Source: an optimization exercise on an open RTL-to-GDS flow (aim: small area, a short achievable clock period and few clock cycles). Production flows keep margins and buffers that such runs may drop. In this exercise RTL edits were held to simulation tests only and were not proved equivalent to the original. The flow treats the clock pin as an ideal source, which a real chip does not have. No activity file was given, so power comes from the tool's default toggle rates.

==> design.v <==
module adder #(parameter W = 32)
(
    input  logic [W-1:0] a, b,
    input  logic         cin,
    output logic [W-1:0] y,
    output logic         cout
);
    localparam L = (W > 32) ? 6 : (W > 16) ? 5 : (W > 8) ? 4 : (W > 4) ? 3 : (W > 2) ? 2 : 1;
    logic [W-1:0] g [0:L];
    logic [W-1:0] p [0:L];
    logic [W:0]   c;
    always_comb begin
        g[0] = a & b;
        p[0] = a ^ b;
        for (int l = 0; l < L; l++) begin
            for (int i = 0; i < W; i++) begin
                if ((i >> l) & 1) begin
                    g[l+1][i] = g[l][i] | (p[l][i] & g[l][((i >> l) << l) - 1]);
                    p[l+1][i] = p[l][i] & p[l][((i >> l) << l) - 1];
                end else begin
                    g[l+1][i] = g[l][i];
                    p[l+1][i] = p[l][i];
                end
            end
        end
        c[0] = cin;
        for (int i = 0; i < W; i++) c[i+1] = g[L][i] | (p[L][i] & cin);
        y    = p[0] ^ c[W-1:0];
        cout = c[W];
    end
endmodule
module mux2 #(parameter WIDTH = 8)
(
    input  logic [WIDTH-1:0] d0, d1,   
    input  logic             s,        
    output logic [WIDTH-1:0] y         
);
    assign y = s ? d1 : d0;   
endmodule
module signext(
    input  logic [15:0] a,   
    output logic [31:0] y    
);
    assign y = {{16{a[15]}}, a};
endmodule
module sl2(
    input  logic [31:0] a,   
    output logic [31:0] y    
);
    assign y = {a[29:0], 2'b00};
endmodule
module flopr #(parameter WIDTH = 32)
(
    input  logic             clk, reset,    
    input  logic [WIDTH-1:0] d,            
    output logic [WIDTH-1:0] q             
);
    always_ff @(posedge clk, posedge reset) begin
        if (reset) q <= 0;                 
        else q <= d;                       
    end
endmodule
module regfile(
    input  logic        clk,       
    input  logic        we3,       
    input  logic [4:0]  ra1, ra2,  
    input  logic [4:0]  wa3,       
    input  logic [31:0] wd3,       
    output logic [31:0] rd1, rd2   
);
    logic [31:0] rf [1:31];
    logic [31:1] sel1, sel2;
    always_ff @(posedge clk)
        if (we3 && wa3 != 5'd0) rf[wa3] <= wd3;
    always_comb begin
        rd1 = 32'd0;
        rd2 = 32'd0;
        for (int i = 1; i < 32; i++) begin
            sel1[i] = (ra1 == 5'(i));
            sel2[i] = (ra2 == 5'(i));
            rd1 = rd1 | ({32{sel1[i]}} & rf[i]);
            rd2 = rd2 | ({32{sel2[i]}} & rf[i]);
        end
    end
endmodule
module ula(
    input  logic [31:0] a, bx,
    input  logic        inv,
    input  logic        op_and, op_or, op_slt,    
    output logic [31:0] result
);
    logic [31:0] sum;
    logic        lt;
    adder add(
        .a(a),
        .b(bx),
        .cin(inv),
        .y(sum),
        .cout()
    );
    assign lt = (a[31] == bx[31]) ? a[31] : sum[31];
    always_comb begin
        if (op_and)      result = a & bx;
        else if (op_or)  result = a | bx;
        else if (op_slt) result = {31'd0, lt};
        else             result = sum;
    end
endmodule
module ula_control(
    input  logic [1:0] ULAop,        
    input  logic [5:0] funct,        
    output logic [2:0] ULAcontrol    
);
    always_comb begin
        case(ULAop)
            2'b00: ULAcontrol = 3'b010;   
            2'b01: ULAcontrol = 3'b110;   
            2'b10: begin
                case(funct)
                    6'b100000: ULAcontrol = 3'b010;  
                    6'b100010: ULAcontrol = 3'b110;  
                    6'b100100: ULAcontrol = 3'b000;  
                    6'b100101: ULAcontrol = 3'b001;  
                    6'b101010: ULAcontrol = 3'b111;  
                    default:   ULAcontrol = 3'b010;  
                endcase
            end
            default: ULAcontrol = 3'b010;   
        endcase
    end
endmodule
module main_control(
    input  logic [5:0] op,     
    output logic regdst,       
    output logic ULAsrc,       
    output logic memtoreg,     
    output logic regwrite,     
    output logic memread,      
    output logic memwrite,     
    output logic branch,       
    output logic [1:0] ULAop   
);
    parameter R_FORMAT = 6'b000000;   
    parameter LW       = 6'b100011;   
    parameter SW       = 6'b101011;   
    parameter BEQ      = 6'b000100;   
    parameter ADDI     = 6'b001000;   
    parameter J        = 6'b000010;   
    always_comb begin
        case(op)
            R_FORMAT: begin
                regdst   = 1'b1;   
                ULAsrc   = 1'b0;   
                memtoreg = 1'b0;   
                regwrite = 1'b1;   
                memread  = 1'b0;   
                memwrite = 1'b0;   
                branch   = 1'b0;   
                ULAop    = 2'b10;  
            end
            LW: begin
                regdst   = 1'b0;   
                ULAsrc   = 1'b1;   
                memtoreg = 1'b1;   
                regwrite = 1'b1;   
                memread  = 1'b1;   
                memwrite = 1'b0;   
                branch   = 1'b0;   
                ULAop    = 2'b00;  
            end
            SW: begin
                regdst   = 1'b0;   
                ULAsrc   = 1'b1;   
                memtoreg = 1'b0;   
                regwrite = 1'b0;   
                memread  = 1'b0;   
                memwrite = 1'b1;   
                branch   = 1'b0;   
                ULAop    = 2'b00;  
            end
            BEQ: begin
                regdst   = 1'b0;   
                ULAsrc   = 1'b0;   
                memtoreg = 1'b0;   
                regwrite = 1'b0;   
                memread  = 1'b0;   
                memwrite = 1'b0;   
                branch   = 1'b1;   
                ULAop    = 2'b01;  
            end
            ADDI: begin
                regdst   = 1'b0;   
                ULAsrc   = 1'b1;   
                memtoreg = 1'b0;   
                regwrite = 1'b1;   
                memread  = 1'b0;   
                memwrite = 1'b0;   
                branch   = 1'b0;   
                ULAop    = 2'b00;  
            end
            J: begin
                regdst   = 1'b0;   
                ULAsrc   = 1'b0;   
                memtoreg = 1'b0;   
                regwrite = 1'b0;   
                memread  = 1'b0;   
                memwrite = 1'b0;   
                branch   = 1'b0;   
                ULAop    = 2'b00;  
            end
            default: begin
                regdst   = 1'b0;   
                ULAsrc   = 1'b0;   
                memtoreg = 1'b0;   
                regwrite = 1'b0;   
                memread  = 1'b0;   
                memwrite = 1'b0;   
                branch   = 1'b0;   
                ULAop    = 2'b00;  
            end
        endcase
    end
endmodule
module controller(
    input  logic [5:0] op,      
    input  logic [5:0] funct,   
    input  logic       zero,    
    output logic       memtoreg,   
    output logic       memwrite,   
    output logic       memread,    
    output logic       pcsrc,      
    output logic       ULAsrc,     
    output logic       regdst,     
    output logic       regwrite,   
    output logic [2:0] ULAcontrol,  
    output logic       jump        
);
    logic [1:0] ULAop;    
    logic       branch;    
    main_control mc(
        .op(op),
        .memread(memread),
        .memtoreg(memtoreg),
        .memwrite(memwrite),
        .branch(branch),
        .ULAsrc(ULAsrc),
        .regdst(regdst),
        .regwrite(regwrite),
        .ULAop(ULAop)
    );
    ula_control uc(
        .funct(funct),
        .ULAop(ULAop),
        .ULAcontrol(ULAcontrol)
    );
    assign pcsrc = branch & zero;
    assign jump = (op == 6'b000010);
endmodule
module datapath(
    input  logic        clk, reset,
    input  logic        memtoreg, pcsrc,      
    input  logic        ULAsrc, regdst,       
    input  logic        regwrite, memread,
    input  logic        jump,                 
    input  logic [2:0]  ULAcontrol,           
    output logic        zero,                 
    output logic [31:0] pc,                   
    input  logic [31:0] instr,                
    output logic [31:0] ULAout, writedata,    
    input  logic [31:0] readdata              
);
    logic [4:0]  writereg;                    
    logic [31:0] pcnext, pcnextbr, pcplus4, pcbranch;   
    logic [31:0] signimm, signimmsh;          
    logic [31:0] srca, srcb;                  
    logic [31:0] result;                      
    flopr #(32) pcreg(                        
        .clk(clk),
        .reset(reset),
        .d(pcnext),     
        .q(pc)
    );
    adder pcadd1(                             
        .a(pc),
        .b(32'b100),                          
        .y(pcplus4)
    );
    sl2 immshift(                             
        .a(signimm),
        .y(signimmsh)
    );
    adder pcadd2(                             
        .a(pcplus4),
        .b(signimmsh),
        .y(pcbranch)
    );
    mux2 #(32) pcbrmux(                       
        .d0(pcplus4),
        .d1(pcbranch),
        .s(pcsrc),
        .y(pcnextbr)      
    );
    mux2 #(32) pcmux(
        .d0(pcnextbr),
        .d1({pcplus4[31:28], instr[25:0], 2'b00}),
        .s(jump),
        .y(pcnext)
    );
    regfile rf(                               
        .clk(clk),
        .we3(regwrite),                       
        .ra1(instr[25:21]),                   
        .ra2(instr[20:16]),                   
        .wa3(writereg),                       
        .wd3(result),                         
        .rd1(srca),                           
        .rd2(writedata)                       
    );
    mux2 #(5) wrmux(                          
        .d0(instr[20:16]),                    
        .d1(instr[15:11]),                    
        .s(regdst),
        .y(writereg)
    );
    mux2 #(32) resmux(                        
        .d0(ULAout),                          
        .d1(readdata),                        
        .s(memtoreg),
        .y(result)
    );
    signext se(                               
        .a(instr[15:0]),                      
        .y(signimm)                           
    );
    mux2 #(32) srcbmux(                       
        .d0(writedata),                       
        .d1(signimm),                         
        .s(ULAsrc),       
        .y(srcb)
    );
    ula mainula(                              
        .a(srca),                             
        .b(srcb),                             
        .ULAcontrol(ULAcontrol),              
        .result(ULAout),                      
        .zero(zero)                           
    );
endmodule
module mips(
    input  logic        clk, reset,
    output logic [31:0] pc,          
    input  logic [31:0] instr,       
    output logic        memwrite,    
    output logic [31:0] dataadr,     
    output logic [31:0] writedata,   
    input  logic [31:0] readdata     
);
    localparam logic [5:0] OP_R = 6'h00, OP_J = 6'h02, OP_BEQ = 6'h04,
                           OP_ADDI = 6'h08, OP_LW = 6'h23, OP_SW = 6'h2B;
    logic        d_valid;
    logic [31:0] d_instr;
    logic        e_wr, e_load, e_store, e_beq;    
    logic [4:0]  e_dest;
    logic [31:0] e_a, e_b;                        
    logic [31:0] e_bi;                            
    logic        e_inv;
    logic        e_fwda, e_fwdb, e_fwdbi;         
    logic        e_fwdb_l;                        
    logic        e_and, e_or, e_slt;
    logic        e_addi;                          
    logic [31:0] e_btarget;
    logic        m_wr, m_load;
    logic [4:0]  m_dest;
    logic [31:0] m_res, m_wd;
    logic [31:0] pc4, pcnext, btarget_d;
    logic        redirect_e, redirect_d, stall_d, jump_f;
    assign pc4    = pc + 32'd4;
    assign jump_f = (instr[31:26] == OP_J);
    logic [31:0] pcnext_e;
    logic        sel_f;
    assign pcnext_e = redirect_e ? e_btarget :
                      redirect_d ? btarget_d :
                      stall_d    ? pc : pc4;
    assign sel_f    = jump_f & !redirect_e & !redirect_d & !stall_d;
    assign pcnext   = sel_f ? {pc4[31:28], instr[25:0], 2'b00} : pcnext_e;
    always_ff @(posedge clk, posedge reset)
        if (reset) pc <= 32'd0;
        else       pc <= {pcnext[31:2], 2'b00};    
    always_ff @(posedge clk, posedge reset)
        if (reset) d_valid <= 1'b0;
        else if (redirect_e | redirect_d) d_valid <= 1'b0;
        else if (!stall_d) d_valid <= !jump_f;
    always_ff @(posedge clk)
        if (!stall_d) d_instr <= instr;
    logic [5:0]  d_op, d_funct;
    logic [4:0]  d_rs, d_rt, d_rd;
    logic [31:0] d_simm;
    logic        d_isr, d_isaddi, d_islw, d_issw, d_isbeq;
    logic        d_alu_rs, d_alu_rt, d_wr, d_inv;
    logic [4:0]  d_dest;
    logic [31:0] rf_a, rf_b, d_a, d_b, d_bi, wb_data;
    assign d_op    = d_instr[31:26];
    assign d_rs    = d_instr[25:21];
    assign d_rt    = d_instr[20:16];
    assign d_rd    = d_instr[15:11];
    assign d_funct = d_instr[5:0];
    assign d_simm  = {{16{d_instr[15]}}, d_instr[15:0]};
    assign d_isr    = (d_op == OP_R);
    assign d_isaddi = (d_op == OP_ADDI);
    assign d_islw   = (d_op == OP_LW);
    assign d_issw   = (d_op == OP_SW);
    assign d_isbeq  = (d_op == OP_BEQ);
    assign d_dest   = d_isr ? d_rd : d_rt;
    assign d_wr     = (d_isr | d_isaddi | d_islw) & (d_dest != 5'd0);
    assign d_alu_rs = d_isr | d_isaddi | d_islw | d_issw | d_isbeq;
    assign d_alu_rt = d_isr | d_isbeq;
    adder d_badd(
        .a(pc),
        .b({d_simm[29:0], 2'b00}),
        .cin(1'b0),
        .y(btarget_d),
        .cout()
    );
    logic d_zbeq, e_zero;
    assign d_zbeq = d_isbeq & e_addi &
                    (((d_rt == 5'd0) & (d_rs == e_dest)) | ((d_rs == 5'd0) & (d_rt == e_dest)));
    assign e_zero = ((e_a ^ e_bi) == {(e_a[30:0] | e_bi[30:0]), 1'b0});
    assign redirect_d = d_valid & d_isbeq & ((d_rs == d_rt) | (d_zbeq & e_zero)) & !redirect_e;
    assign stall_d = d_valid & e_load &
                     ((d_alu_rs & (d_rs == e_dest)) | (d_alu_rt & (d_rt == e_dest)));
    assign wb_data = m_load ? readdata : m_res;
    regfile rf(
        .clk(clk),
        .we3(m_wr),
        .ra1(d_rs),
        .ra2(d_rt),
        .wa3(m_dest),
        .wd3(wb_data),
        .rd1(rf_a),
        .rd2(rf_b)
    );
    logic fwd_ma, fwd_mb;
    assign fwd_ma = m_wr & (m_dest == d_rs);
    assign fwd_mb = m_wr & (m_dest == d_rt);
    assign d_a = (fwd_ma & m_load) ? readdata : (fwd_ma ? m_res : rf_a);
    assign d_b = (fwd_mb & m_load) ? readdata : (fwd_mb ? m_res : rf_b);
    assign d_inv = d_isr & ((d_funct == 6'h22) | (d_funct == 6'h2A));
    assign d_bi  = (d_isr ? d_b : d_simm) ^ {32{d_inv}};
    logic d_go;
    assign d_go = d_valid & !stall_d & !redirect_e;
    always_ff @(posedge clk, posedge reset)
        if (reset) begin
            e_wr    <= 1'b0;
            e_load  <= 1'b0;
            e_store <= 1'b0;
            e_beq   <= 1'b0;
        end else begin
            e_wr    <= d_go & d_wr;
            e_load  <= d_go & d_islw & (d_dest != 5'd0);
            e_store <= d_go & d_issw;
            e_beq   <= d_go & d_isbeq & !redirect_d;
        end
    always_ff @(posedge clk) begin
        e_dest    <= d_dest;
        e_a       <= d_a;
        e_b       <= d_b;
        e_bi      <= d_bi;
        e_inv     <= d_inv;
        e_fwda    <= e_wr & !e_load & (e_dest == d_rs);
        e_fwdb    <= e_wr & !e_load & (e_dest == d_rt);
        e_fwdbi   <= e_wr & !e_load & (e_dest == d_rt) & d_isr;
        e_fwdb_l  <= e_load & (e_dest == d_rt);
        e_and     <= d_isr & (d_funct == 6'h24);
        e_or      <= d_isr & (d_funct == 6'h25);
        e_slt     <= d_isr & (d_funct == 6'h2A);
        e_addi    <= d_go & d_isaddi & (d_dest != 5'd0) & !(e_wr & !e_load & (e_dest == d_rs));
        e_btarget <= btarget_d;
    end
    logic [31:0] a, b, b_full, bx, res;
    assign a      = e_fwda ? m_res : e_a;
    assign b      = e_fwdb ? m_res : e_b;
    assign b_full = e_fwdb_l ? readdata : b;
    assign bx     = e_fwdbi ? (m_res ^ {32{e_inv}}) : e_bi;
    ula alu(
        .a(a),
        .bx(bx),
        .inv(e_inv),
        .op_and(e_and),
        .op_or(e_or),
        .op_slt(e_slt),
        .result(res)
    );
    assign redirect_e = e_beq & (a == b);
    always_ff @(posedge clk, posedge reset)
        if (reset) begin
            memwrite <= 1'b0;
            m_wr     <= 1'b0;
            m_load   <= 1'b0;
        end else begin
            memwrite <= e_store;
            m_wr     <= e_wr;
            m_load   <= e_load;
        end
    always_ff @(posedge clk) begin
        m_dest <= e_dest;
        m_res  <= res;
        m_wd   <= b_full;
    end
    assign dataadr   = m_res;
    assign writedata = m_wd;
endmodule
==> flow/run.sh <==
#!/bin/bash
# Standard ORFS layout with: a stronger setup repair target (plus a second repair
# pass after CTS), plain port buffers, and a clock tree of larger sink clusters
# without dummy loads.
set -euo pipefail
bash standard.sh \
  SETUP_SLACK_MARGIN=7.5 \
  "BUFFER_PORTS_ARGS=-buffer_cell sky130_fd_sc_hd__buf_2" \
  "CTS_ARGS=-sink_clustering_enable -repair_clock_nets -dont_use_dummy_load -sink_clustering_size 24 -sink_clustering_max_diameter 100 -buf_list sky130_fd_sc_hd__clkbuf_16" \
  "POST_CTS_TCL=$PWD/flow/post_cts.tcl" \
  finish > standard.log 2>&1
==> flow/post_cts.tcl <==
# Extra setup repair after clock tree synthesis: a second repair_timing pass
# that may change cell footprints, then legalise the placement again.
estimate_parasitics -placement
repair_timing -setup -setup_margin 7.5 -repair_tns 100 -verbose
detailed_placement
check_placement -verbose
estimate_parasitics -placement
report_worst_slack
==> standard.sh <==
#!/bin/bash
# synth_recipe.tcl (not shown) runs the flow's synth.tcl, then flattens the netlist and writes it again
# the make line also repeats each setting of config.mk as NAME=value (left out here)
make -C /OpenROAD-flow-scripts/flow DESIGN_CONFIG=/design/flow/config.mk WORK_HOME=/design/flow/orfs CLKGATE_MAP_FILE= SYNTH_SCRIPT=/design/flow/synth_recipe.tcl "${@:-finish}"
==> config.mk <==
export PLATFORM = sky130hd
export DESIGN_NAME = mips
export DESIGN_NICKNAME = mips
export VERILOG_FILES = /design/flow/design.v
export SDC_FILE = /design/flow/constraint.sdc
export NUM_CORES = 4
export LEC_CHECK = 0
export CAP_MARGIN = 20
export CORE_MARGIN = 2
export CORE_UTILIZATION = 38
export PLACE_DENSITY = 0.42
export SLEW_MARGIN = 20
==> constraint.sdc <==
create_clock -name core_clock -period 11.0 [get_ports {clk}]
set_input_delay 2.2000 -clock core_clock [delete_from_list [all_inputs] [get_ports {clk}]]
set_output_delay 2.2000 -clock core_clock [all_outputs]
set_load 0.01 [all_outputs]
==> flow_summary.yaml, run 1 <==
sta:
  tightestPinTransition_ns: 1.28
  fin_crit_sh_pct: 32.6
  finalSetupTns_ns: 0
  setup_viol: 0
  finClkSkew_ns: 0.0916
  rsz0062_at_grt: "yes"
  max-slew-margin-rel_pct: 14.7
  slew_viol_final: 0
  setup_slack_ns: 7.41
  post-route-min-period_ns: 3.59
  max_freq_ghz: 0.279
  hold_viol_final: 0
  whs_ns: 0.385
clocking:
  clk_latency_ns: 0.72
  cts_sinks: 1271
  clk_pin_slew_ns: 0.09
  cts_tree: "built"
final_layout:
  fin_area_sq_um: 66800
  register_area_sq_um: 36000
  drive_above_1_share_pct: 18.7
  final_cell_mix: "edfxtp_1, a221oi_1, a22o_1"
  final_common_cell: "edfxtp_1"
  fin_cells: 6767
  nFillCells: 14000
  fin_util_pct: 44.0
  multi_input_area_sq_um: 21700
  final_nets: 4928
  areaGrowthSynthToFinish_pct: 15.2
worst_setup_path:
  cp.arrival_ns: 3.87
  start_kind: "input pin"
  reg2regPathDepth: 8
  path_max_fanout: 31
  setup.worst_path.class: "in -> reg"
  worst_ep_required_time_ns: 11.28
  crit_path_end_kind: "flop"
placed_design:
  place_inst: 6536
  hpwl_um: 174000
  io_buffer_count: 160
  gp_congestion: 0.888
  placedInstanceArea_sq_um: 62200
  pre_cts_slack_ns: 5.54
synthesis:
  synth_top_area_cell: "edfxtp_1"
  post_synth.cell_area_avg_sq_um: 12.9
  synthCells: 4490
  syn-cell-area_sq_um: 58000
  synth_seq_area_share_pct: 61.9
  synth_edf_count: 1024
  yosys.cell_types.count: 84
  ys_ff_latch: 1271
  synth_ff_type: "edfxtp_1"
  synth_top_cells_by_area: "edfxtp_1, dfxtp_1, a221oi_1"
  ys_async_sr_fraction_pct: 2.99
  synth_warnings: 6
  yosys.area.top_type_share_pct: 53.1
drt:
  wl_per_cell_um: 46.0
  antenna_left: 0
  vias: 47900
  drt_wl_total_um: 311000
  via_per_inst: 7.08
  drt-pass1-iter-count: 9
  drc: 0
  first_iter_violations: 8753
flow_run:
  max_cap_violations: 0
floorplan:
  io_pins: 163
  die_w_um: 395
  rows: 143
  die_area_sq_um: 156000
  start_util_pct: 38.2
  core_sq_um: 152000
  die_y_um: 395
global_route:
  track_usage_pct: 38.8
  grt_pass1_wl_um: 411000
  grt_max_degree: 65
  antenna_found_initial: 16
  grt_overflow: 0
  grt_pass1_vias: 45700
power:
  power_density_nw_per_um2: 173
  p_leak_nw: 22.7
  ir_drop_mv: 0.118
  p_total_mw: 11.5
run_status:
  run_status: "finished clean"
min_path:
  hold_depth: 0
  holdCritPathClass: "reg -> reg"
report_power, final:
part	total [mW]	leakage (nW)	switching [mW]	internal, mW
Combinational	2.60	10.4	1.77	0.825
Sequential	6.23	11.5	0.293	5.93
Clock	2.72	0.826	1.63	1.10
cell type report:
cell class / instances / area share, %
diodes: 6 / 0.0225
clock buffers: 67 / 2.51
inverters: 241 / 1.38
multi-input cells: 2672 / 32.5
flip-flops and latches: 1271 / 54.0
well taps: 2030 / 3.80
repair buffers: 476 / 5.76
repair inverters: 4 / 0.0412
cells in the mapped netlist, types with 14 or more instances:
cell type	number
buf_2	25
o21ai_0	81
edfxtp_1	1024
a222oi_1	66
nor2b_1	14
nand2b_1	16
nor3b_1	14
a21boi_0	23
xnor2_1	158
o21ai_1	14
ha_1	124
dfxtp_1	209
nand2_1	142
and3_1	18
a22o_1	451
clkbuf_1	251
dfrtp_1	38
inv_1	241
nand3_1	35
nand4_1	144
buf_1	23
a221oi_1	468
a21o_1	14
o22ai_1	15
xor2_1	77
nor2_1	228
a21oi_1	209
nor3_1	108
mux2i_1	82
kinds of logic (layout without fill, tap and decap cells):
logic type / count (synthesis) / in the layout / synth area share [%]
simple gates: 779 / 781 / 6.66
xor+xnor: 235 / 235 / 3.55
flops: 1271 / 1271 / 61.9
other cells: 1 / 8 / 0.00647
compound gates: 1435 / 1435 / 19.7
buf+inv: 550 / 788 / 3.73
fa+ha+maj: 129 / 129 / 2.85
mux: 90 / 90 / 1.59
final timing paths:
check | start | endpoint | slack [ns]
setup / recovery | readdata[13] | rf.rf[26][13] | 7.41
hold / removal | e_wr | m_wr | 0.39
setup reg to reg | d_instr[21] | e_a[16] | 7.43
hold reg to reg | e_wr | m_wr | 0.39
max in group asynchronous | reset | pc[12] | 8.53
min in group asynchronous | reset | pc[30] | 1.75
worst max-delay path: stages:
cell and delay (ns):
buf_2 0.11, mux2i_2 0.83, inv_1 0.70
state kept, by name (all words and copies together), names as in the netlist, 5 cells and up:
name,flops
m_dest,5
e_bi,32
m_wd,32
d_instr,32
e_b,32
e_btarget,30
m_res,32
pc,30
rf.rf,992
e_dest,5
e_a,32
layer usage:
metal,part of all wire (%),global-route usage [%],up-vias
met1,39,52.4,24600
met5,0.030,0,-
met3,12,10.5,872
met2,43,57.1,4051
li1,-,-,18400
met4,5.8,19.5,14
Testbench counts, summed over its fixed seeds: cycles 19,766.
==> inputs of run 2 (changes only) <==
--- a/design.v
+++ b/design.v
@@ -71,13 +71,32 @@
     logic [31:0] rf [1:31];
-    logic [31:1] sel1, sel2;
     always_ff @(posedge clk)
         if (we3 && wa3 != 5'd0) rf[wa3] <= wd3;
+    logic [7:0]  lo1, lo2;
+    logic [3:0]  hi1, hi2;
+    logic [31:0] g1 [0:3];
+    logic [31:0] g2 [0:3];
     always_comb begin
+        for (int k = 0; k < 8; k++) begin
+            lo1[k] = (ra1[2:0] == 3'(k));
+            lo2[k] = (ra2[2:0] == 3'(k));
+        end
+        for (int k = 0; k < 4; k++) begin
+            hi1[k] = (ra1[4:3] == 2'(k));
+            hi2[k] = (ra2[4:3] == 2'(k));
+        end
+        for (int k = 0; k < 4; k++) begin
+            g1[k] = 32'd0;
+            g2[k] = 32'd0;
+            for (int j = 0; j < 8; j++) begin
+                if (8 * k + j != 0) begin
+                    g1[k] = g1[k] | ({32{lo1[j]}} & rf[8 * k + j]);
+                    g2[k] = g2[k] | ({32{lo2[j]}} & rf[8 * k + j]);
+                end
+            end
+        end
         rd1 = 32'd0;
         rd2 = 32'd0;
-        for (int i = 1; i < 32; i++) begin
-            sel1[i] = (ra1 == 5'(i));
-            sel2[i] = (ra2 == 5'(i));
-            rd1 = rd1 | ({32{sel1[i]}} & rf[i]);
-            rd2 = rd2 | ({32{sel2[i]}} & rf[i]);
+        for (int k = 0; k < 4; k++) begin
+            rd1 = rd1 | ({32{hi1[k]}} & g1[k]);
+            rd2 = rd2 | ({32{hi2[k]}} & g2[k]);
         end
@@ -369,3 +388,2 @@
     logic        e_and, e_or, e_slt;
-    logic        e_addi;                          
     logic [31:0] e_btarget;
@@ -423,7 +441,3 @@
     );
-    logic d_zbeq, e_zero;
-    assign d_zbeq = d_isbeq & e_addi &
-                    (((d_rt == 5'd0) & (d_rs == e_dest)) | ((d_rs == 5'd0) & (d_rt == e_dest)));
-    assign e_zero = ((e_a ^ e_bi) == {(e_a[30:0] | e_bi[30:0]), 1'b0});
-    assign redirect_d = d_valid & d_isbeq & ((d_rs == d_rt) | (d_zbeq & e_zero)) & !redirect_e;
+    assign redirect_d = d_valid & d_isbeq & (d_rs == d_rt) & !redirect_e;
     assign stall_d = d_valid & e_load &
@@ -441,7 +455,4 @@
     );
-    logic fwd_ma, fwd_mb;
-    assign fwd_ma = m_wr & (m_dest == d_rs);
-    assign fwd_mb = m_wr & (m_dest == d_rt);
-    assign d_a = (fwd_ma & m_load) ? readdata : (fwd_ma ? m_res : rf_a);
-    assign d_b = (fwd_mb & m_load) ? readdata : (fwd_mb ? m_res : rf_b);
+    assign d_a = (m_wr & (m_dest == d_rs)) ? wb_data : rf_a;
+    assign d_b = (m_wr & (m_dest == d_rt)) ? wb_data : rf_b;
     assign d_inv = d_isr & ((d_funct == 6'h22) | (d_funct == 6'h2A));
@@ -460,3 +471,3 @@
             e_store <= d_go & d_issw;
-            e_beq   <= d_go & d_isbeq & !redirect_d;
+            e_beq   <= d_go & d_isbeq & (d_rs != d_rt);
         end
@@ -475,3 +486,2 @@
         e_slt     <= d_isr & (d_funct == 6'h2A);
-        e_addi    <= d_go & d_isaddi & (d_dest != 5'd0) & !(e_wr & !e_load & (e_dest == d_rs));
         e_btarget <= btarget_d;
--- a/config.mk
+++ b/config.mk
@@ -9,4 +9,3 @@
 export CORE_MARGIN = 2
-export CORE_UTILIZATION = 38
-export PLACE_DENSITY = 0.42
+export CORE_UTILIZATION = 45
 export SLEW_MARGIN = 20
==> run 2 against run 1 <==
Worst hold slack worse by 0.014 ns; still clean on timing, DRC and antenna; highest routed layer unchanged; synthesized cell count grew 3.5%; non-clock buffer count decreased by 100.
==> flow_summary.yaml, run 2 <==
floorplan:
  die_w_um: 366
  die_area_sq_um: 134000
  start_util_pct: 45.4
  die_y_um: 366
  core_sq_um: 130000
  rows: 132
  io_pins: 163
synthesis:
  yosys.cell_types.count: 89
  post_synth.cell_area_avg_sq_um: 12.7
  ys_ff_latch: 1270
  syn-cell-area_sq_um: 59000
  synth_warnings: 8
  yosys.cell_count.top_type: "edfxtp_1"
  synth_ff_type: "edfxtp_1"
  synth_common_cells: "edfxtp_1, a22oi_1, a21oi_1, nor2_1, dfxtp_1"
  synth_edf_count: 1024
  yosys.area.top_type_share_pct: 52.1
  synth_top_cells_by_area: "edfxtp_1, a22oi_1, dfxtp_1"
  synth_top_area_cell: "edfxtp_1"
  synthCells: 4647
  synth_seq_area_share_pct: 60.8
  ys_async_sr_fraction_pct: 2.99
sta:
  max_freq_ghz: 0.276
  post-route-min-period_ns: 3.63
  tightestPinTransition_ns: 1.07
  fin_crit_sh_pct: 33.0
  rsz0062_at_grt: "yes"
  slew_viol_final: 0
  setup_viol: 0
  hold_viol_final: 0
  finClkSkew_ns: 0.0557
  max-slew-margin-rel_pct: 26.5
  finalSetupTns_ns: 0
global_route:
  grt_max_degree: 97
  grt_overflow: 0
  grt_pass1_vias: 42800
  grt_pass1_wl_um: 312000
  antenna_found_initial: 7
  track_usage_pct: 31.9
final_layout:
  largest_register_ffs: 992
  final_common_cell: "edfxtp_1"
  final_cell_mix: "edfxtp_1, a22oi_1, a21oi_1"
  areaGrowthSynthToFinish_pct: 10.9
  largest_register: "rf.rf"
  drive_above_1_share_pct: 16.3
  final_nets: 4896
power:
  power_density_nw_per_um2: 167
  ir_drop_mv: 0.142
  p_total_mw: 10.9
  p_leak_nw: 21.7
drt:
  drt_wl_total_um: 225000
  first_iter_violations: 7491
  drt-pass1-iter-count: 9
  via_per_inst: 6.93
  antenna_left: 0
  wl_per_cell_um: 34.7
  vias: 44900
  drc: 0
clocking:
  cts_sinks: 1270
  clk_pin_slew_ns: 0.10
  cts_tree: "built"
  clk_latency_ns: 0.75
placed_design:
  hpwl_um: 125000
  gp_congestion: 0.914
  io_buffer_count: 160
min_path:
  hold_depth: 0
  min_from: "e_store"
  holdCritPathClass: "reg -> reg"
  worstHoldEndpoint: "memwrite"
worst_setup_path:
  start_kind: "input pin"
  reg2reg_to: "e_bi[4]"
  rrSetupSlack_ns: 7.52
  reg2regPathDepth: 12
  crit_path_end_kind: "flop"
  setup.worst_path.class: "in -> reg"
  worstPathCellList: "buf_2 > mux2i_1 > inv_1"
  worst_ep_required_time_ns: 11.26
  critPathMaxStageDelay_ns: 0.82
  timing.rr.start: "d_instr[16]"
  path_max_fanout: 31
  cp.arrival_ns: 3.89
  crit_slowest_cell: "mux2i_1"
flow_run:
  max_cap_violations: 0
run_status:
  run_status: "finished clean"
==> run 2: changes by cell type after synthesis, moves of 63 or more <==
cell,delta
a22o_1,-311
a221oi_1,-314
buf_2,+71
mux2_2,+68
inv_1,-71
nor3_1,-64
a22oi_1,+602
a222oi_1,-63
==> run 2: layout make-up <==
class	instances	area, sq um
multi-input combinational	2848	21800
inverter	173	664
antenna	2	5.00
tap	1742	2180
timing repair inverter	4	25.0
fill	11200	64400
timing repair buffer	376	3220
sequential	1270	36000
clock buffer	59	1480
==> run 2: how the worst max path moves through the flow <==
stage	start	end	slack, ns	cells past startpoint
global placement	d_instr[16]	e_bi[15]	6.37	12
global route	readdata[9]	rf.rf[30][9]	7.44	3
finish	readdata[9]	rf.rf[30][9]	7.37	3
floorplan	instr[26]	pc[15]	7.13	9
detailed placement	d_instr[16]	e_bi[15]	6.35	12
==> run 2: per-layer routing <==
layer	vias to the layer above	GRT usage (%)	wire length [um]
met5	-	0	40
met4	6	15.0	11600
met3	667	7.78	28000
met2	3499	49.8	101000
met1	22200	41.7	84000
li1	18500	-	-
==> run 2: where the power goes <==
group / internal, mW / switching, mW
Combinational: 0.834 / 1.66
Clock: 0.954 / 1.48
Sequential: 5.81 / 0.161
==> run 2: logic make-up (layout without fill, tap and decap cells) <==
kind of cell	after synthesis	in the layout	share of synthesized area, %
fa+ha+maj	98	98	2.14
flops	1270	1270	60.8
compound gates	1520	1520	18.7
simple gates	758	771	6.48
xor+xnor	213	213	3.16
mux	244	244	4.93
other cells	1	4	0.00636
buf+inv	543	612	3.80
==> run 2: stage by stage <==
stage / instances / hold WS, ns / setup slack, ns / util [%] / cell area [sq um]
2_1_floorplan: 4648 / 0.331 / 7.13 / - / 59100
3_3_place_gp: 6290 / 0.339 / 6.37 / 47.5 / 61600
3_5_place_dp: 6290 / 0.349 / 6.35 / 47.5 / 61600
5_1_grt: 6474 / 0.383 / 7.44 / 50.4 / 65400
6_report: 6474 / 0.371 / 7.37 / 50.4 / 65400
==> run 2: worst max-delay path, delay by kind of cell <==
| kind | cells | cell delay [ns] |
|---|---|---|
| buffers and inverters | 2 | 0.84 |
| muxes | 1 | 0.82 |
Testbench counts of run 2, summed over its fixed seeds: cycles 20,184.
==> inputs of run 3 (changes only) <==
--- a/design.v
+++ b/design.v
@@ -71,32 +71,13 @@
     logic [31:0] rf [1:31];
+    logic [31:1] sel1, sel2;
     always_ff @(posedge clk)
         if (we3 && wa3 != 5'd0) rf[wa3] <= wd3;
-    logic [7:0]  lo1, lo2;
-    logic [3:0]  hi1, hi2;
-    logic [31:0] g1 [0:3];
-    logic [31:0] g2 [0:3];
     always_comb begin
-        for (int k = 0; k < 8; k++) begin
-            lo1[k] = (ra1[2:0] == 3'(k));
-            lo2[k] = (ra2[2:0] == 3'(k));
-        end
-        for (int k = 0; k < 4; k++) begin
-            hi1[k] = (ra1[4:3] == 2'(k));
-            hi2[k] = (ra2[4:3] == 2'(k));
-        end
-        for (int k = 0; k < 4; k++) begin
-            g1[k] = 32'd0;
-            g2[k] = 32'd0;
-            for (int j = 0; j < 8; j++) begin
-                if (8 * k + j != 0) begin
-                    g1[k] = g1[k] | ({32{lo1[j]}} & rf[8 * k + j]);
-                    g2[k] = g2[k] | ({32{lo2[j]}} & rf[8 * k + j]);
-                end
-            end
-        end
         rd1 = 32'd0;
         rd2 = 32'd0;
-        for (int k = 0; k < 4; k++) begin
-            rd1 = rd1 | ({32{hi1[k]}} & g1[k]);
-            rd2 = rd2 | ({32{hi2[k]}} & g2[k]);
+        for (int i = 1; i < 32; i++) begin
+            sel1[i] = (ra1 == 5'(i));
+            sel2[i] = (ra2 == 5'(i));
+            rd1 = rd1 | ({32{sel1[i]}} & rf[i]);
+            rd2 = rd2 | ({32{sel2[i]}} & rf[i]);
         end
@@ -108,2 +89,4 @@
     input  logic        op_and, op_or, op_slt,    
+    input  logic        op_mov,                   
+    input  logic [31:0] movd,
     output logic [31:0] result
@@ -121,3 +104,4 @@
     always_comb begin
-        if (op_and)      result = a & bx;
+        if (op_mov)      result = movd;
+        else if (op_and) result = a & bx;
         else if (op_or)  result = a | bx;
@@ -388,2 +372,3 @@
     logic        e_and, e_or, e_slt;
+    logic        e_mov;                           
     logic [31:0] e_btarget;
@@ -393,5 +378,6 @@
     logic [31:0] pc4, pcnext, btarget_d;
-    logic        redirect_e, redirect_d, stall_d, jump_f;
+    logic        redirect_e, redirect_d, stall_d, jump_f, take_f;
     assign pc4    = pc + 32'd4;
     assign jump_f = (instr[31:26] == OP_J);
+    assign take_f = jump_f;
     logic [31:0] pcnext_e;
@@ -401,3 +387,3 @@
                       stall_d    ? pc : pc4;
-    assign sel_f    = jump_f & !redirect_e & !redirect_d & !stall_d;
+    assign sel_f    = take_f & !redirect_e & !redirect_d & !stall_d;
     assign pcnext   = sel_f ? {pc4[31:28], instr[25:0], 2'b00} : pcnext_e;
@@ -409,5 +395,9 @@
         else if (redirect_e | redirect_d) d_valid <= 1'b0;
-        else if (!stall_d) d_valid <= !jump_f;
+        else if (!stall_d) d_valid <= !take_f;
+    logic        d_stlf, f_stlf;                  
     always_ff @(posedge clk)
-        if (!stall_d) d_instr <= instr;
+        if (!stall_d) begin
+            d_instr <= instr;
+            d_stlf  <= f_stlf;
+        end
     logic [5:0]  d_op, d_funct;
@@ -425,2 +415,4 @@
     assign d_simm  = {{16{d_instr[15]}}, d_instr[15:0]};
+    assign f_stlf = d_valid & (d_op == OP_SW) & (instr[31:26] == OP_LW) &
+                    (instr[25:21] == d_rs) & (instr[15:0] == d_instr[15:0]);
     assign d_isr    = (d_op == OP_R);
@@ -455,6 +447,11 @@
     );
-    assign d_a = (m_wr & (m_dest == d_rs)) ? wb_data : rf_a;
-    assign d_b = (m_wr & (m_dest == d_rt)) ? wb_data : rf_b;
+    logic fwd_ma, fwd_mb;
+    assign fwd_ma = m_wr & (m_dest == d_rs);
+    assign fwd_mb = m_wr & (m_dest == d_rt);
+    assign d_a = (fwd_ma & m_load) ? readdata : (fwd_ma ? m_res : rf_a);
+    assign d_b = (fwd_mb & m_load) ? readdata : (fwd_mb ? m_res : rf_b);
     assign d_inv = d_isr & ((d_funct == 6'h22) | (d_funct == 6'h2A));
     assign d_bi  = (d_isr ? d_b : d_simm) ^ {32{d_inv}};
+    logic d_copy;
+    assign d_copy = d_islw & d_stlf & e_store;
     logic d_go;
@@ -469,3 +466,3 @@
             e_wr    <= d_go & d_wr;
-            e_load  <= d_go & d_islw & (d_dest != 5'd0);
+            e_load  <= d_go & d_islw & !d_copy & (d_dest != 5'd0);
             e_store <= d_go & d_issw;
@@ -486,2 +483,3 @@
         e_slt     <= d_isr & (d_funct == 6'h2A);
+        e_mov     <= d_copy;
         e_btarget <= btarget_d;
@@ -500,2 +498,4 @@
         .op_slt(e_slt),
+        .op_mov(e_mov),
+        .movd(m_wd),
         .result(res)
--- a/config.mk
+++ b/config.mk
@@ -9,3 +9,4 @@
 export CORE_MARGIN = 2
-export CORE_UTILIZATION = 45
+export CORE_UTILIZATION = 44
+export PLACE_DENSITY = 0.5
 export SLEW_MARGIN = 20
==> run 3 against run 2 <==
Critical path type is now reg -> reg; combinational power up 3%; area after synthesis down 2.1%; sequential share of layout area is 0.38 points higher; first-iteration DRC count increased by 33%; highest routed layer unchanged; still clean; sequential power rose by 3%; global-route usage up 9.2 points; clock-buffer cell count increased by 2; worst hold slack improved by 0.026 ns; via count up 5.4%; maximum frequency up 1.1%; die area up 0.15%; register-to-register slack worse by 0.11 ns.
==> flow_summary.yaml, run 3 <==
run_status:
  run_status: "finished clean"
synthesis:
  synth_ff_type: "edfxtp_1"
  muxShareOfSynthArea_pct: 2.69
  synth-simple-area-share_pct: 7.58
  syn-cell-area_sq_um: 57800
  synth_seq_area_share_pct: 62.2
  synth_common_cells: "edfxtp_1, a22oi_1, clkbuf_1, nor2_1, a22o_1"
  synthCells: 4543
  synth_xor_area_share_pct: 3.50
  synth_top_area_cell: "edfxtp_1"
  synth_edf_count: 1025
  ys_async_sr_fraction_pct: 2.99
  synth_top_cells_by_area: "edfxtp_1, dfxtp_1, a22oi_1"
  post_synth.cell_area_avg_sq_um: 12.7
  yosys.cell_count.top_type: "edfxtp_1"
  synth_top_family_by_area: "compound AO/OA/AOI/OAI gates"
  yosys.cell_types.count: 86
  synth_warnings: 6
  yosys.area.top_type_share_pct: 53.3
  synth_fa_ha_area_share_pct: 2.19
  synth-compound-area-share_pct: 18.7
  ys_ff_latch: 1272
final_layout:
  multi_input_area_sq_um: 21300
  fin_cells: 6454
  fin_util_pct: 50.0
  diodes: 0
  areaGrowthSynthToFinish_pct: 12.6
  final_nets: 4878
  final_common_cell: "edfxtp_1"
  final_cell_mix: "edfxtp_1, a22oi_1, a22o_1"
  register_area_sq_um: 36100
  largest_register: "rf.rf"
  largest_register_ffs: 992
  nFillCells: 11400
  drive_above_1_share_pct: 16.4
worst_setup_path:
  timing.rr.start: "d_instr[19]"
  reg2reg_to: "e_bi[19]"
  start_kind: "flop"
  rrSetupSlack_ns: 7.41
  cp.arrival_ns: 4.24
  worst_ep_required_time_ns: 11.65
  setup.worst_path.class: "reg -> reg"
  crit_path_end_kind: "flop"
  reg2regPathDepth: 10
  path_max_fanout: 32
sta:
  finalSetupTns_ns: 0
  setup_viol: 0
  max-slew-margin-rel_pct: 18.1
  tightestPinTransition_ns: 1.22
  max_freq_ghz: 0.279
  slew_viol_final: 0
  rsz0062_at_grt: "yes"
  whs_ns: 0.397
  hold_viol_final: 0
  fin_crit_sh_pct: 32.6
  post-route-min-period_ns: 3.59
  finClkSkew_ns: 0.0821
drt:
  drt_wl_total_um: 285000
  drc: 0
  wl_per_cell_um: 44.1
  drt-pass1-iter-count: 10
  antenna_left: 0
  first_iter_violations: 9939
  vias: 47300
  via_per_inst: 7.33
power:
  p_seq_share_pct: 54.4
  netSwitchingPower_mw: 3.51
  p_leak_nw: 22.1
  ir_drop_mv: 0.141
  power_density_nw_per_um2: 173
  p_int_mw: 7.73
  p_comb_share_pct: 22.8
  switching_share_pct: 31.2
  pwr-share-clk_pct: 22.7
floorplan:
  rows: 132
  start_util_pct: 44.4
  die_area_sq_um: 134000
  core_sq_um: 130000
  die_w_um: 366
  io_pins: 163
  die_y_um: 366
placed_design:
  place_inst: 6267
  hpwl_um: 154000
  io_buffer_count: 160
  gp_congestion: 0.911
min_path:
  hold_depth: 0
  worstHoldEndpoint: "m_dest[2]"
  min_from: "e_dest[2]"
  holdCritPathClass: "reg -> reg"
global_route:
  track_usage_pct: 41.1
  grt_overflow: 0
  grt_pass1_vias: 44700
  grt_max_degree: 65
  grt_pass1_wl_um: 382000
  antenna_found_initial: 10
clocking:
  cts_tree: "built"
  cts_sinks: 1272
  clk_latency_ns: 0.79
  clk_pin_slew_ns: 0.10
flow_run:
  max_cap_violations: 0
run 3: final cells by class:
type                            instances  area share [%]
Timing Repair Buffer                  416            5.16
Multi-Input combinational cell       2813            32.8
Inverter                              148           0.866
Tap cell                             1742            3.35
Clock buffer                           61            2.35
Sequential cell                      1272            55.5
Timing Repair inverter                  2          0.0231
run 3: metrics by stage:
step | power [mW] | worst slack [ns] | instance area [sq um]
after global placement | 8.41 | 6.10 | 61300
after detailed placement | 8.43 | 6.01 | 61300
after global routing | 11.6 | 7.32 | 65000
after floorplan | 7.44 | 7.02 | 57900
final | 11.2 | 7.41 | 65000
run 3: how the worst max path moves through the flow:
stage,from,end,slack (ns),depth (start not counted)
2_1_floorplan,instr[29],pc[24],7.02,9
6_report,d_instr[19],e_bi[19],7.41,10
3_3_place_gp,e_fwda,pc[9],6.10,12
3_5_place_dp,instr[29],pc[26],6.01,10
5_1_grt,pc[7],pc[16],7.32,12
run 3: metal layers:
metal | part of all wire [%] | GRT usage, % | wire length (um) | up-vias
met5 | 0.042 | 0 | 121 | -
met4 | 7.2 | 23.7 | 20500 | 16
met3 | 14 | 13.7 | 40300 | 1133
met2 | 42 | 60.5 | 121000 | 4299
met1 | 36 | 52.9 | 103000 | 23500
li1 | - | - | - | 18400
run 3: kinds of logic (layout without fill, tap and decap cells):
| logic type | after synthesis | after routing |
|---|---|---|
| muxes | 150 | 150 |
| AOI/OAI and AO/OA | 1426 | 1426 |
| buffers and inverters | 461 | 627 |
| and+or+nand+nor | 904 | 906 |
| xor gates and xnor gates | 231 | 231 |
| other | 1 | 2 |
| adders and majority gates | 98 | 98 |
| DFF | 1272 | 1272 |
run 3: power groups by stage:
stage / Clock (mW) / Combinational (mW) / Sequential [mW]
after global routing: 2.71 / 2.71 / 6.15
after global placement: 0 / 2.10 / 6.31
final: 2.56 / 2.56 / 6.12
after detailed placement: 0 / 2.12 / 6.31
after floorplan: 0 / 1.24 / 6.20
run 3: critical path, cell delays in order, from the launching register on:
cell and delay, ns:
edfxtp_1 0.50, buf_4 0.20, nand2_2 0.36, nor2_4 0.07
clkbuf_8 0.36, a222oi_1 0.46, nand4_1 0.16, nor4_1 0.65
mux2i_1 0.32, a21oi_1 0.26, xnor2_1 0.14
Testbench counts of run 3, summed over its fixed seeds: cycles 19,752.
==> inputs of run 4 (changes only) <==
--- a/config.mk
+++ b/config.mk
@@ -9,4 +9,4 @@
 export CORE_MARGIN = 2
-export CORE_UTILIZATION = 44
-export PLACE_DENSITY = 0.5
+export CORE_UTILIZATION = 48
+export PLACE_DENSITY = 0.56
 export SLEW_MARGIN = 20
==> run 4 against run 3 <==
Flip-flop and latch count is the same; combinational power down 5%; clock skew increased by 0.051 ns; critical path type unchanged; global-route usage is 1.7 points higher; highest routed layer unchanged; die area fell by 8.2%; worst hold slack better by 0.0047 ns; maximum frequency shrank 1.4%; sequential power about the same; routed wire length shrank 5.0%; cell count shrank 1.9%; largest cell class unchanged; register-to-register slack got worse by 0.05 ns; area after synthesis did not move.
==> flow_summary.yaml, run 4 <==
run_status:
  run_status: "finished clean"
power:
  p_comb_share_pct: 21.9
  pwr-share-clk_pct: 22.7
  switching_share_pct: 30.7
  p_seq_share_pct: 55.3
  power_density_nw_per_um2: 172
  ir_drop_mv: 0.166
  p_leak_nw: 22.0
  p_int_mw: 7.70
  netSwitchingPower_mw: 3.42
worst_setup_path:
  critPathMaxStageDelay_ns: 0.62
  crit_slowest_cell: "edfxtp_1"
  rrSetupSlack_ns: 7.36
  setup.worst_path.class: "reg -> reg"
  worst_ep_required_time_ns: 11.65
  cpLargestDelayFamily: "simple AND/OR/NAND/NOR gates"
  start_kind: "flop"
  reg2regPathDepth: 11
  timing.rr.start: "d_instr[18]"
  path_max_fanout: 19
  reg2reg_to: "e_bi[19]"
  crit_path_end_kind: "flop"
  cp.arrival_ns: 4.29
  cp.depth: 11
  worstPathCellList: "nand2b_2 > nor2_4 > clkbuf_8 > buf_6 > a22oi_1 > and4_1 > nand4_1 > nor4_2 > mux2i_1 > a21oi_1 > xnor2_1"
  critical_path_buf_inv_count: 2
clocking:
  cts_tree: "built"
  clk_pin_slew_ns: 0.10
  clk_latency_ns: 0.79
  cts_sinks: 1272
final_layout:
  fin_util_pct: 54.1
  final_cell_mix: "edfxtp_1, a22oi_1, a22o_1"
  drive_above_1_share_pct: 16.4
  largest_register: "rf.rf"
  final_nets: 4873
  largest_register_ffs: 992
  final_common_cell: "edfxtp_1"
  nFillCells: 10200
  areaGrowthSynthToFinish_pct: 12.1
drt:
  drc: 0
  drt-pass1-iter-count: 10
  first_iter_violations: 10400
  drt_wl_total_um: 271000
  vias: 47500
  wl_per_cell_um: 42.7
  antenna_left: 0
  via_per_inst: 7.50
synthesis:
  synth_top_cells_by_area: "edfxtp_1, dfxtp_1, a22oi_1"
  synth_edf_count: 1025
  post_synth.cell_area_avg_sq_um: 12.7
  yosys.cell_count.top_type: "edfxtp_1"
  synth_ff_type: "edfxtp_1"
  yosys.cell_types.count: 86
  ys_ff_latch: 1272
  synth_top_area_cell: "edfxtp_1"
  synth_warnings: 6
  synth_common_cells: "edfxtp_1, a22oi_1, clkbuf_1, nor2_1, a22o_1"
  yosys.area.top_type_share_pct: 53.3
  ys_async_sr_fraction_pct: 2.99
  synthCells: 4543
  synth_seq_area_share_pct: 62.2
  syn-cell-area_sq_um: 57800
global_route:
  track_usage_pct: 42.8
  grt_pass1_vias: 43900
  grt_overflow: 0
  antenna_found_initial: 15
  grt_max_degree: 65
  grt_pass1_wl_um: 362000
floorplan:
  die_w_um: 351
  io_pins: 163
  start_util_pct: 48.3
  rows: 127
  die_area_sq_um: 123000
  die_y_um: 351
  core_sq_um: 120000
min_path:
  hold_depth: 0
  worstHoldEndpoint: "m_dest[2]"
  holdCritPathClass: "reg -> reg"
  min_from: "e_dest[2]"
placed_design:
  io_buffer_count: 160
  gp_congestion: 0.935
  hpwl_um: 146000
sta:
  post-route-min-period_ns: 3.64
  setup_viol: 0
  max_freq_ghz: 0.275
  tightestPinTransition_ns: 1.17
  slew_viol_final: 0
  finClkSkew_ns: 0.133
  rsz0062_at_grt: "yes"
  hold_viol_final: 0
  fin_crit_sh_pct: 33.1
  finalSetupTns_ns: 0
  max-slew-margin-rel_pct: 21.7
flow_run:
  max_cap_violations: 0
## run 4: cell counts after synthesis
Identical to the previous run, type by type.
## run 4: per-stage QoR
stage | cell area [sq um] | std cells | hold slack [ns] | power, mW | worst slack, ns
2_1_floorplan | 57900 | 4544 | 0.354 | 7.44 | 7.02
3_3_place_gp | 61200 | 6141 | 0.389 | 8.34 | 6.05
3_5_place_dp | 61200 | 6142 | 0.376 | 8.36 | 5.95
5_1_grt | 64700 | 6320 | 0.422 | 11.4 | 7.32
6_report | 64700 | 6330 | 0.402 | 11.1 | 7.36
## run 4: power groups by stage
stage / Sequential [mW] / Clock, mW / Combinational (mW)
finish: 6.15 / 2.53 / 2.44
global route: 6.17 / 2.66 / 2.59
detailed placement: 6.29 / 0 / 2.07
global placement: 6.29 / 0 / 2.05
floorplan: 6.20 / 0 / 1.24
## run 4: cells by family after synthesis
family,Yosys count,share of synthesized area (%)
AOI/OAI and AO/OA,1426,18.7
xor gates and xnor gates,231,3.50
and+or+nand+nor,904,7.58
muxes,150,2.69
buffers and inverters,461,3.14
adders and majority gates,98,2.19
other,1,0.00649
DFF,1272,62.2
## run 4: metal layers
metal / vias up / routed length (um) / GRT usage (%)
li1: 18400 / - / -
met1: 23100 / 94500 / 54.5
met2: 4834 / 111000 / 60.8
met3: 1203 / 45400 / 18.6
met4: 16 / 19400 / 24.4
met5: - / 140 / 0
## run 4: how the worst max path moves through the flow
stage / from / to / slack (ns)
final: d_instr[18] / e_bi[19] / 7.36
after floorplan: instr[29] / pc[24] / 7.02
after detailed placement: instr[29] / pc[26] / 5.95
after global routing: instr[30] / pc[9] / 7.32
after global placement: instr[29] / pc[26] / 6.05
## run 4: cell type report
type	instances	area (sq um)	share of cell area (%)
inverter	148	563	0.870
tap	1612	2020	3.12
timing repair inverter	2	15.0	0.0232
clock buffer	61	1530	2.36
timing repair buffer	410	3160	4.88
multi-input combinational	2814	21400	33.0
sequential	1272	36100	55.7
antenna	11	27.5	0.0425
==> inputs of run 5 (changes only) <==
--- a/flow/run.sh
+++ b/flow/run.sh
@@ -6,3 +6,3 @@
 bash standard.sh \
-  SETUP_SLACK_MARGIN=7.5 \
+  SETUP_SLACK_MARGIN=7.3 \
   "BUFFER_PORTS_ARGS=-buffer_cell sky130_fd_sc_hd__buf_2" \
--- a/flow/post_cts.tcl
+++ b/flow/post_cts.tcl
@@ -3,3 +3,3 @@
 estimate_parasitics -placement
-repair_timing -setup -setup_margin 7.5 -repair_tns 100 -verbose
+repair_timing -setup -setup_margin 7.3 -repair_tns 100 -verbose
 detailed_placement
--- a/config.mk
+++ b/config.mk
@@ -9,4 +9,4 @@
 export CORE_MARGIN = 2
-export CORE_UTILIZATION = 48
-export PLACE_DENSITY = 0.56
+export CORE_UTILIZATION = 44
+export PLACE_DENSITY = 0.5
 export SLEW_MARGIN = 20
==> run 5 against run 4 <==
Core utilization is 5.2 points lower; cell area decreased by 1.7%; cell count grew 0.66%; critical endpoint is now rf.rf[15][22]; sequential share of layout area up 0.77 points; routed wire length grew 3.5%; largest cell class unchanged; combinational power decreased by 9.0%; sequential power up 1%; critical path depth fell by 8.
==> flow_summary.yaml, run 5 <==
run_status:
  run_status: "finished clean"
synthesis:
  yosys.cell_count.top_type: "edfxtp_1"
  synth_common_cells: "edfxtp_1, a22oi_1, clkbuf_1, nor2_1, a22o_1"
  synth_top_cells_by_area: "edfxtp_1, dfxtp_1, a22oi_1"
  synth_ff_type: "edfxtp_1"
  yosys.cell_types.count: 86
  synth_warnings: 6
  synth_edf_count: 1025
  synthCells: 4543
  ys_ff_latch: 1272
  post_synth.cell_area_avg_sq_um: 12.7
  yosys.area.top_type_share_pct: 53.3
  syn-cell-area_sq_um: 57800
  synth_top_area_cell: "edfxtp_1"
  ys_async_sr_fraction_pct: 2.99
  synth_seq_area_share_pct: 62.2
sta:
  setup_viol: 0
  fin_crit_sh_pct: 34.3
  post-route-min-period_ns: 3.77
  finClkSkew_ns: 0.0796
  max-slew-margin-rel_pct: 16.2
  tightestPinTransition_ns: 1.22
  slew_viol_final: 0
  hold_viol_final: 0
  rsz0062_at_grt: "yes"
  max_freq_ghz: 0.265
  finalSetupTns_ns: 0
drt:
  drt_wl_total_um: 280000
  drc: 0
  vias: 46800
  wl_per_cell_um: 43.9
  drt-pass1-iter-count: 13
  antenna_left: 0
  via_per_inst: 7.35
  first_iter_violations: 10600
final_layout:
  areaGrowthSynthToFinish_pct: 10.1
  largest_register: "rf.rf"
  fin_cells: 6372
  final_common_cell: "edfxtp_1"
  largest_register_ffs: 992
  final_nets: 4794
  nFillCells: 11500
  drive_above_1_share_pct: 13.4
  final_cell_mix: "edfxtp_1, a22oi_1, a22o_1"
clocking:
  cts_tree: "built"
  clk_latency_ns: 0.78
  cts_sinks: 1272
  clk_pin_slew_ns: 0.09
global_route:
  track_usage_pct: 40.4
  grt_pass1_vias: 43900
  antenna_found_initial: 14
  grt_pass1_wl_um: 375000
  grt_max_degree: 65
  grt_overflow: 0
power:
  p_leak_nw: 21.5
  ir_drop_mv: 0.143
  p_total_mw: 11.0
  power_density_nw_per_um2: 173
worst_setup_path:
  path_max_fanout: 31
  worst_ep_required_time_ns: 11.32
  setup.worst_path.class: "in -> reg"
  crit_path_end_kind: "flop"
  start_kind: "input pin"
  cp.arrival_ns: 4.09
floorplan:
  die_y_um: 366
  rows: 132
  core_sq_um: 130000
  die_area_sq_um: 134000
  die_w_um: 366
  start_util_pct: 44.4
  io_pins: 163
placed_design:
  gp_congestion: 0.905
  hpwl_um: 151000
  io_buffer_count: 160
  place_inst: 6266
min_path:
  holdCritPathClass: "reg -> reg"
flow_run:
  max_cap_violations: 0
==> run 5: metrics by stage <==
step | hold slack [ns] | worst slack [ns] | instance area, sq um | util (%)
5_1_grt | 0.419 | 7.29 | 63600 | 48.9
6_report | 0.392 | 7.23 | 63600 | 49.0
3_3_place_gp | 0.391 | 6.02 | 61300 | 47.2
3_5_place_dp | 0.394 | 5.93 | 61300 | 47.2
2_1_floorplan | 0.354 | 7.02 | 57800 | -
==> run 5: power by group <==
group          switching (mW)  total, mW  internal [mW]
Clock                    1.57       2.55          0.985
Combinational            1.53       2.22          0.689
Sequential              0.322       6.21           5.89
Total                    3.42       11.0           7.56
==> run 5: worst max-delay path: stages <==
cell and delay, ns:
buf_2 0.16, mux2i_1 0.95, inv_1 0.77
==> run 5: final cells by class <==
type | count | area [sq um] | area share [%]
multi-input cells | 2812 | 21100 | 33.2
flip-flops and latches | 1272 | 35900 | 56.5
inverters | 148 | 556 | 0.873
well taps | 1742 | 2180 | 3.43
repair buffers | 335 | 2300 | 3.61
clock buffers | 61 | 1530 | 2.40
diodes | 2 | 5.00 | 0.00787
==> run 5: final timing paths <==
path / slack, ns / depth (start not counted) / end / startpoint
min in group asynchronous: 1.43 / 2 / pc[11] / reset
worst max register to register: 7.24 / 8 / e_a[31] / d_instr[23]
worst min-delay path: 0.39 / 2 / pc[31] / e_btarget[31]
worst min register to register: 0.39 / 2 / pc[31] / e_btarget[31]
worst max-delay path: 7.23 / 3 / rf.rf[15][22] / readdata[22]
max in group asynchronous: 9.07 / 3 / pc[16] / reset
==> run 5: layer usage <==
layer	share of wire, %	vias to the layer above	GRT usage [%]
met5	0.080	-	0.321
met4	7.3	20	22.3
met3	14	1195	13.9
met2	42	4417	59.0
met1	37	23000	52.5
li1	-	18200	-
==> run 5: cell families after synthesis <==
| family | count (synthesis) | synth area share, % |
|---|---|---|
| flops | 1272 | 62.2 |
| compound gates | 1426 | 18.7 |
| buf+inv | 461 | 3.14 |
| xor+xnor | 231 | 3.50 |
| mux | 150 | 2.69 |
| fa+ha+maj | 98 | 2.19 |
| other cells | 1 | 0.00649 |
| simple gates | 904 | 7.58 |
==> inputs of run 6 (changes only) <==
--- a/flow/run.sh
+++ b/flow/run.sh
@@ -6,3 +6,3 @@
 bash standard.sh \
-  SETUP_SLACK_MARGIN=7.3 \
+  SETUP_SLACK_MARGIN=7.7 \
   "BUFFER_PORTS_ARGS=-buffer_cell sky130_fd_sc_hd__buf_2" \
--- a/flow/post_cts.tcl
+++ b/flow/post_cts.tcl
@@ -3,3 +3,3 @@
 estimate_parasitics -placement
-repair_timing -setup -setup_margin 7.3 -repair_tns 100 -verbose
+repair_timing -setup -setup_margin 7.7 -repair_tns 100 -verbose
 detailed_placement
==> run 6 against run 5 <==
Still clean on timing, DRC and antenna; routed wire length rose by 1.8%; worst hold slack improved by 0.016 ns; clock skew rose by 0.0015 ns; via count rose by 2.5%; area after synthesis did not move; maximum frequency rose by 5.7%; combinational power rose by about 30%; setup slack improved by 0.21 ns; register-to-register slack improved by 0.23 ns; critical endpoint is now pc[9].
==> flow_summary.yaml, run 6 <==
run_status:
  run_status: "finished clean"
sta:
  finalSetupTns_ns: 0
  tightestPinTransition_ns: 1.17
  post-route-min-period_ns: 3.57
  fin_crit_sh_pct: 32.4
  rsz0062_at_grt: "yes"
  finClkSkew_ns: 0.0811
  hold_viol_final: 0
  setup_viol: 0
  setup_slack_ns: 7.43
  max_freq_ghz: 0.280
  whs_ns: 0.408
  slew_viol_final: 0
  max-slew-margin-rel_pct: 21.8
final_layout:
  nFillCells: 11200
  largest_register_ffs: 992
  areaGrowthSynthToFinish_pct: 16.3
  final_common_cell: "edfxtp_1"
  drive_above_1_share_pct: 20.4
  largest_register: "rf.rf"
  final_cell_mix: "edfxtp_1, a22oi_1, buf_4"
  final_nets: 4981
synthesis:
  synth-compound-area-share_pct: 18.7
  yosys.cell_types.count: 86
  synth_edf_count: 1025
  ys_async_sr_fraction_pct: 2.99
  synth_common_cells: "edfxtp_1, a22oi_1, clkbuf_1, nor2_1, a22o_1"
  synth-simple-area-share_pct: 7.58
  syn-cell-area_sq_um: 57800
  synth_top_area_cell: "edfxtp_1"
  synth_seq_area_share_pct: 62.2
  post_synth.cell_area_avg_sq_um: 12.7
  synth_ff_type: "edfxtp_1"
  muxShareOfSynthArea_pct: 2.69
  synth_fa_ha_area_share_pct: 2.19
  yosys.cell_count.top_type: "edfxtp_1"
  synth_warnings: 6
  synthCells: 4543
  synth_top_family_by_area: "compound AO/OA/AOI/OAI gates"
  synth_xor_area_share_pct: 3.50
  ys_ff_latch: 1272
  yosys.area.top_type_share_pct: 53.3
  synth_top_cells_by_area: "edfxtp_1, dfxtp_1, a22oi_1"
floorplan:
  die_y_um: 366
  rows: 132
  io_pins: 163
  start_util_pct: 44.4
  core_sq_um: 130000
  die_w_um: 366
  die_area_sq_um: 134000
worst_setup_path:
  crit_path_end_kind: "flop"
  start_kind: "input pin"
  critPathMaxStageDelay_ns: 0.55
  crit_slowest_cell: "or4b_4"
  worstPathCellList: "buf_6 > or4b_4 > nor3_4 > o31ai_1 > a41o_1 > buf_8 > nor2_4 > nand2_8 > buf_12 > o211ai_1 > o21a_1"
  rrSetupSlack_ns: 7.47
  critical_path_buf_inv_count: 3
  cpLargestDelayFamily: "simple AND/OR/NAND/NOR gates"
  cp.arrival_ns: 4.20
  timing.rr.start: "e_fwda"
  path_max_fanout: 6
  setup.worst_path.class: "in -> reg"
  reg2reg_to: "pc[26]"
  reg2regPathDepth: 13
  worst_ep_required_time_ns: 11.64
global_route:
  antenna_found_initial: 14
  grt_pass1_wl_um: 380000
  grt_max_degree: 65
  grt_pass1_vias: 44500
  track_usage_pct: 40.7
  grt_overflow: 0
power:
  p_leak_nw: 22.8
  p_total_mw: 11.5
  ir_drop_mv: 0.148
  power_density_nw_per_um2: 171
min_path:
  holdCritPathClass: "reg -> reg"
  worstHoldEndpoint: "m_dest[4]"
  hold_depth: 0
  min_from: "e_dest[4]"
drt:
  drt-pass1-iter-count: 10
  wl_per_cell_um: 43.4
  antenna_left: 0
  via_per_inst: 7.31
  first_iter_violations: 9987
  drc: 0
  drt_wl_total_um: 285000
  vias: 48000
clocking:
  cts_tree: "built"
  cts_sinks: 1272
  clk_pin_slew_ns: 0.10
  clk_latency_ns: 0.78
placed_design:
  pre_cts_slack_ns: 6.07
  gp_congestion: 0.903
  io_buffer_count: 160
  hpwl_um: 154000
flow_run:
  max_cap_violations: 0
==> run 6: cell counts after synthesis <==
No cell type changed its count.
==> run 6: cell type report <==
type / instances / area, sq um / area share [%]
Sequential cell: 1272 / 36100 / 53.8
Multi-Input combinational cell: 2815 / 22000 / 32.7
Timing Repair Buffer: 512 / 4710 / 7.01
Tap cell: 1742 / 2180 / 3.24
Clock buffer: 61 / 1530 / 2.27
Inverter: 148 / 583 / 0.868
Timing Repair inverter: 7 / 47.5 / 0.0708
Antenna cell: 6 / 15.0 / 0.0223
==> run 6: how the worst max path moves through the flow <==
stage               cells after the start  slack, ns       from  endpoint
global route                           11       7.33  instr[30]     pc[9]
finish                                 11       7.43  instr[30]     pc[9]
global placement                       10       6.11  instr[29]    pc[26]
floorplan                               9       7.02  instr[29]    pc[24]
detailed placement                     10       6.07  instr[29]    pc[26]
==> run 6: cells by family (layout without fill, tap and decap cells) <==
group / count (synthesis) / after routing
AO/OA/AOI/OAI: 1426 / 1426
flip-flops: 1272 / 1272
AND/OR/NAND/NOR: 904 / 908
buffers and inverters: 461 / 728
XOR/XNOR: 231 / 231
multiplexers: 150 / 150
adder cells (fa/ha/maj): 98 / 98
other: 1 / 8
==> run 6: report_power, final <==
group | switching [mW] | total, mW | internal [mW] | leakage (nW)
registers | 0.175 | 6.09 | 5.92 | 11.5
logic | 1.85 | 2.88 | 1.02 | 10.6
clock network | 1.57 | 2.55 | 0.985 | 0.752
==> run 6: stage by stage <==
step,area [sq um],std cells,utilization (%)
5_1_grt,67200,6557,51.7
3_5_place_dp,61400,6272,47.2
2_1_floorplan,57900,4544,-
6_report,67200,6563,51.7
3_3_place_gp,61400,6271,47.2
==> run 6: layer usage <==
layer / global-route usage, % / part of all wire [%] / up-vias
met5: 0 / 0.032 / -
met4: 23.2 / 7.1 / 14
met3: 13.8 / 14 / 1172
met2: 60.3 / 42 / 4562
met1: 52.3 / 36 / 23600
li1: - / - / 18600

-- what the ideal ports hide --
The flow's constraints put no driver on any port. The routed layouts listed below were extracted and timed again, unchanged, in two steps.
Step 1, drivers: a clkbuf_16 drives clk and a buf_2 each remaining input, both assumed.
Step 2 moves the port delays by t, midway between the first and last clock arrival at a register: inputs arrive t later, outputs are due t later. That takes back most of the time a late clock gives input paths.
Three values: ideal, step 1, step 2; two values: the first two.
run | t (ns) | slack for setup (ns) | worst slew at a driven data input, ns
run 1 | 0.766 | 7.410 / 7.435 / 6.715 | 0.06
run 2 | 0.799 | 7.371 / 7.426 / 6.627 | 0.11
run 3 | 0.810 | 7.412 / 7.412 / 6.646 | 0.05
run 4 | 0.802 | 7.361 / 7.361 / 6.632 | 0.07
run 5 | 0.822 | 7.228 / 7.243 / 6.473 | 0.05
run 6 | 0.795 | 7.433 / 7.438 / 6.673 | 0.05
After both steps every run listed still meets setup and hold. For run 3, which loses most, drivers alone change the setup slack by 0.000 ns; drivers and shift together by -0.766 ns.
